This is an optimization exercise on Yosys and OpenROAD, whose aim is small area, not a production implementation.
At most, simulation tests tie the RTL to the original design; equivalence was not proved.
The flow treats the clock pin as an ideal source. Dropping or thinning the clock tree relies on that and would not hold on a real chip.
Power and IR drop assume default switching activity.

==> flow/design.v (excerpt) <==
module uart_top (reset, clk, baud_select, Tx_EN, Tx_WR, Tx_DATA, TxD, Tx_BUSY,
                 Rx_EN, RxD, Rx_DATA, Rx_FERROR, Rx_PERROR, Rx_VALID);
input reset, clk;
input [2:0] baud_select;
input Tx_EN;
input Tx_WR;
input [7:0] Tx_DATA;
output TxD;
output Tx_BUSY;
input Rx_EN;
input RxD;
output [7:0] Rx_DATA;
output Rx_FERROR;
output Rx_PERROR;
output Rx_VALID;
wire tick;
baud_controller u_tick (.reset(reset), .clk(clk), .baud_select(baud_select), .sample_ENABLE(tick));
localparam [3:0] T_PAR = 4'd8, T_STOP = 4'd9, T_OFF = 4'd13, T_IDLE = 4'd14, T_START = 4'd15;
reg [3:0] ts;           
reg [3:0] tc;           
reg       t_adv;        
reg       TxD, Tx_BUSY;
always @(posedge clk) begin
  tc    <= Tx_BUSY ? tc + {3'b000, tick} : 4'd0;
  t_adv <= Tx_BUSY & tick & (tc == 4'd15);
end
wire t_off  = (ts == T_OFF);
wire t_idle = (ts == T_IDLE);
wire t_ld   = (ts == T_STOP) & t_adv;
wire t_inc  = (t_off & Tx_EN) | (t_idle & Tx_WR) | (!t_off & !t_idle & t_adv);
  ...
==> module uart_top, before the edit <==
module uart_top (reset, clk, baud_select, Tx_EN, Tx_WR, Tx_DATA, TxD, Tx_BUSY,
                 Rx_EN, RxD, Rx_DATA, Rx_FERROR, Rx_PERROR, Rx_VALID);
input reset, clk;
input [2:0] baud_select;
input Tx_EN;
input Tx_WR;
input [7:0] Tx_DATA;
output TxD;
output Tx_BUSY;
input Rx_EN;
input RxD;
output [7:0] Rx_DATA;
output Rx_FERROR;
output Rx_PERROR;
output Rx_VALID;
wire tick;
baud_controller u_tick (.reset(reset), .clk(clk), .baud_select(baud_select), .sample_ENABLE(tick));
localparam [3:0] T_PAR = 4'd8, T_STOP = 4'd9, T_OFF = 4'd13, T_IDLE = 4'd14, T_START = 4'd15;
reg [3:0] ts;           
reg [3:0] tc;           
reg       t_adv;        
reg       TxD, Tx_BUSY;
always @(posedge clk) begin
  tc    <= Tx_BUSY ? tc + {3'b000, tick} : 4'd0;
  t_adv <= Tx_BUSY & tick & (tc == 4'd15);
end
wire t_off  = (ts == T_OFF);
wire t_idle = (ts == T_IDLE);
wire t_ld   = (ts == T_STOP) & t_adv;
wire t_inc  = (t_off & Tx_EN) | (t_idle & Tx_WR) | (!t_off & !t_idle & t_adv);
always @(posedge clk or posedge reset)
  if (reset)      ts <= T_OFF;
  else if (t_ld)  ts <= Tx_EN ? T_IDLE : T_OFF;
  else            ts <= ts + {3'b000, t_inc};
always @(posedge clk) begin
  Tx_BUSY <= !(t_off | t_idle);
  if (!ts[3])              TxD <= Tx_DATA[ts[2:0]];
  else if (ts == T_START)  TxD <= 1'b0;
  else if (ts == T_PAR)    TxD <= ^Tx_DATA;
  else                     TxD <= 1'b1;
end
localparam [3:0] R_PAR = 4'd0, R_FRM = 4'd1, R_DONE = 4'd2, R_OFF = 4'd4,
                 R_WAIT = 4'd5, R_SF = 4'd6, R_START = 4'd7;
reg [3:0] rs;           
reg [3:0] rc;           
reg       r_adv;        
reg       rf;           
reg [7:0] DATA;
reg       Rx_FERROR, Rx_PERROR, Rx_VALID;
wire r_off   = (rs == R_OFF);
wire r_wait  = (rs == R_WAIT);
wire r_sf    = (rs == R_SF);
wire r_start = (rs == R_START);
wire r_par   = (rs == R_PAR);
wire r_frm   = (rs == R_FRM);
wire r_done  = (rs == R_DONE);
wire r_data  = rs[3];
wire r_frame = r_data | r_start | r_par | r_frm;      
wire s4      = tick && rc[1:0] == 2'b00 && rc[3:2] != 2'b00;    
wire s8      = tick && rc == 4'd8;
wire s14     = tick && rc[3:1] == 3'b111;                       
wire p_fail  = !Rx_FERROR && RxD == rf;                         
assign Rx_DATA = DATA;
always @(posedge clk) begin
  rc    <= r_frame ? rc + {3'b000, tick} : 4'd0;
  r_adv <= tick & (rc == 4'd15);
  if (r_data && s8) DATA <= {RxD, DATA[7:1]};
  if (!r_frame || (r_par && r_adv))  rf <= 1'b1;
  else if ((r_start || r_frm) && s4) rf <= rf & (RxD == r_frm);
  else if (r_data && s8)             rf <= rf ^ RxD;
end
wire r_ld  = r_done | (r_adv & ((r_par & p_fail) | (r_frm & Rx_FERROR)));
wire r_inc = (r_off & Rx_EN) | (r_wait & !RxD) | r_sf | (r_frame & r_adv);
always @(posedge clk)
  if (reset || r_ld) rs <= (reset || (r_done && !Rx_EN)) ? R_OFF : R_WAIT;
  else               rs <= rs + {3'b000, r_inc};
always @(posedge clk or posedge reset)
  if (reset) begin
    Rx_FERROR <= 1'b0;
    Rx_PERROR <= 1'b0;
    Rx_VALID  <= 1'b0;
  end else begin
    Rx_VALID  <= r_done;
    Rx_FERROR <= r_frame & (Rx_FERROR | ((r_start | r_frm) & s14 & ~rf));
    Rx_PERROR <= r_par & !Rx_FERROR & (s8 ? (RxD == rf) : Rx_PERROR);
  end
endmodule
export LEC_CHECK = 0
export CAP_MARGIN = 20
export CORE_MARGIN = 2
export CORE_UTILIZATION = 40
export SLEW_MARGIN = 20
export BUFFER_PORTS_ARGS = -buffer_cell sky130_fd_sc_hd__buf_1
export CTS_ARGS = -sink_clustering_enable -repair_clock_nets -dont_use_dummy_load -buf_list {sky130_fd_sc_hd__clkbuf_8} -root_buf sky130_fd_sc_hd__clkbuf_8
create_clock -name core_clock -period 20.0 [get_ports {clk}]
standard.sh (not shown) runs the stock make flow with config.mk's settings and CLKGATE_MAP_FILE= SYNTH_SCRIPT=/design/flow/synth_recipe.tcl, a recipe that flattens the netlist after the stock synthesis.
==> flow/flow/run.sh <==
#!/bin/bash
# Layout flow: the standard flow (standard.sh) with these changes:
#  - after the standard synthesis, the combinational logic is re-mapped for
#    area by yosys/ABC (flow/resynth.sh); every flip-flop instance of the
#    standard synthesis is kept as it is (same name, same cell);
#  - every cell is then swapped to the smallest cell of the same function
#    (flow/downsize.tcl); the later repair steps size up where timing needs;
#  - port buffers are sky130_fd_sc_hd__buf_1;
#  - the clock tree is built from clkbuf_8 without dummy loads; when its root
#    buffer only drives four clock buffers, the root is removed and the clock
#    port drives those four buffers (flow/cts_trim.tcl).
# Each tool's output goes to a log file in this folder.
set -euo pipefail
cp config.mk config_my.mk
cat >> config.mk <<'EOC'
export BUFFER_PORTS_ARGS = -buffer_cell sky130_fd_sc_hd__buf_1
export CTS_ARGS = -sink_clustering_enable -repair_clock_nets -dont_use_dummy_load -buf_list {sky130_fd_sc_hd__clkbuf_8} -root_buf sky130_fd_sc_hd__clkbuf_8
EOC
R=orfs/results/sky130hd/uart_top/base
bash standard.sh synth > synth_standard.log 2>&1
cp $R/1_2_yosys.v synth_standard.v
mkdir -p resynth
bash flow/resynth.sh synth_standard.v synth_resynth.v resynth > resynth.log 2>&1
cp synth_resynth.v $R/1_2_yosys.v
rm -f $R/1_synth.odb $R/1_synth.sdc
bash standard.sh synth > synth_odb.log 2>&1
openroad -no_init -exit flow/downsize.tcl > downsize.log 2>&1
bash standard.sh cts > cts.log 2>&1
ODB=$R/4_cts.odb openroad -no_init -exit flow/cts_trim.tcl > cts_trim.log 2>&1
bash standard.sh finish > finish.log 2>&1
Other scripts of this flow, unchanged in this note and not shown: flow/flow/cellmodels.py, flow/flow/cts_trim.tcl, flow/flow/downsize.tcl, flow/flow/resynth.sh
The baseline completed without violations.
Then changed:
--- a/flow/design.v
+++ b/flow/design.v
@@ -57,17 +57,17 @@
 end
 wire t_off  = (ts == T_OFF);
 wire t_idle = (ts == T_IDLE);
 wire t_ld   = (ts == T_STOP) & t_adv;
 wire t_inc  = (t_off & Tx_EN) | (t_idle & Tx_WR) | (!t_off & !t_idle & t_adv);
-always @(posedge clk or posedge reset)
-  if (reset)      ts <= T_OFF;
-  else if (t_ld)  ts <= Tx_EN ? T_IDLE : T_OFF;
-  else            ts <= ts + {3'b000, t_inc};
+always @(posedge clk)
+  if (reset || t_ld) ts <= (reset || !Tx_EN) ? T_OFF : T_IDLE;
+  else               ts <= ts + {3'b000, t_inc};
 always @(posedge clk) begin
-  Tx_BUSY <= !(t_off | t_idle);
-  if (!ts[3])              TxD <= Tx_DATA[ts[2:0]];
+  Tx_BUSY <= !(reset | t_off | t_idle);
+  if (reset)               TxD <= 1'b1;
+  else if (!ts[3])         TxD <= Tx_DATA[ts[2:0]];
   else if (ts == T_START)  TxD <= 1'b0;
   else if (ts == T_PAR)    TxD <= ^Tx_DATA;
   else                     TxD <= 1'b1;
 end
 localparam [3:0] R_PAR = 4'd0, R_FRM = 4'd1, R_DONE = 4'd2, R_OFF = 4'd4,
What happened: Power is higher by 2.3%; design area goes down by about 0.6%; non-clock buffer count fell by 1; global-route usage came out higher by 1.5 points; fmax shrinks by 2.6%; sequential power climbs by about 1%; die area hardly moves.
Only the layout flow was run in the first run of this note; the RTL was not checked for function there.

## what the ideal ports hide
Ports are ideal in the flow. The routed layouts listed here were re-timed in OpenROAD. Step 1: set_driving_cell puts a clkbuf_16 on clk and a buf_2 on each other input, an assumption about the parent block. Step 2 moves the port delays by t, midway between the first and last clock arrival at a register: inputs arrive t later, outputs are due t later. That takes back most of the time a late clock gives input paths. Slacks: ideal / step 1 / step 2; pairs: ideal / step 1.
run | shift t [ns] | setup WS [ns] | worst hold slack (ns) | slew at the worst register clock pin (ns) | worst slew at a driven data input, ns
the first run | 0.184 | 13.538 / 13.563 / 13.379 | 0.383 / 0.383 / 0.383 | 0.08 / 0.08 | 0.03
the second run | 0.188 | 13.364 / 13.395 / 13.207 | 0.382 / 0.382 / 0.382 | 0.08 / 0.08 | 0.03
After both steps every run listed still meets setup and hold. For the first run, which loses most, drivers alone change the setup slack by +0.025 ns; drivers and shift together by -0.159 ns.
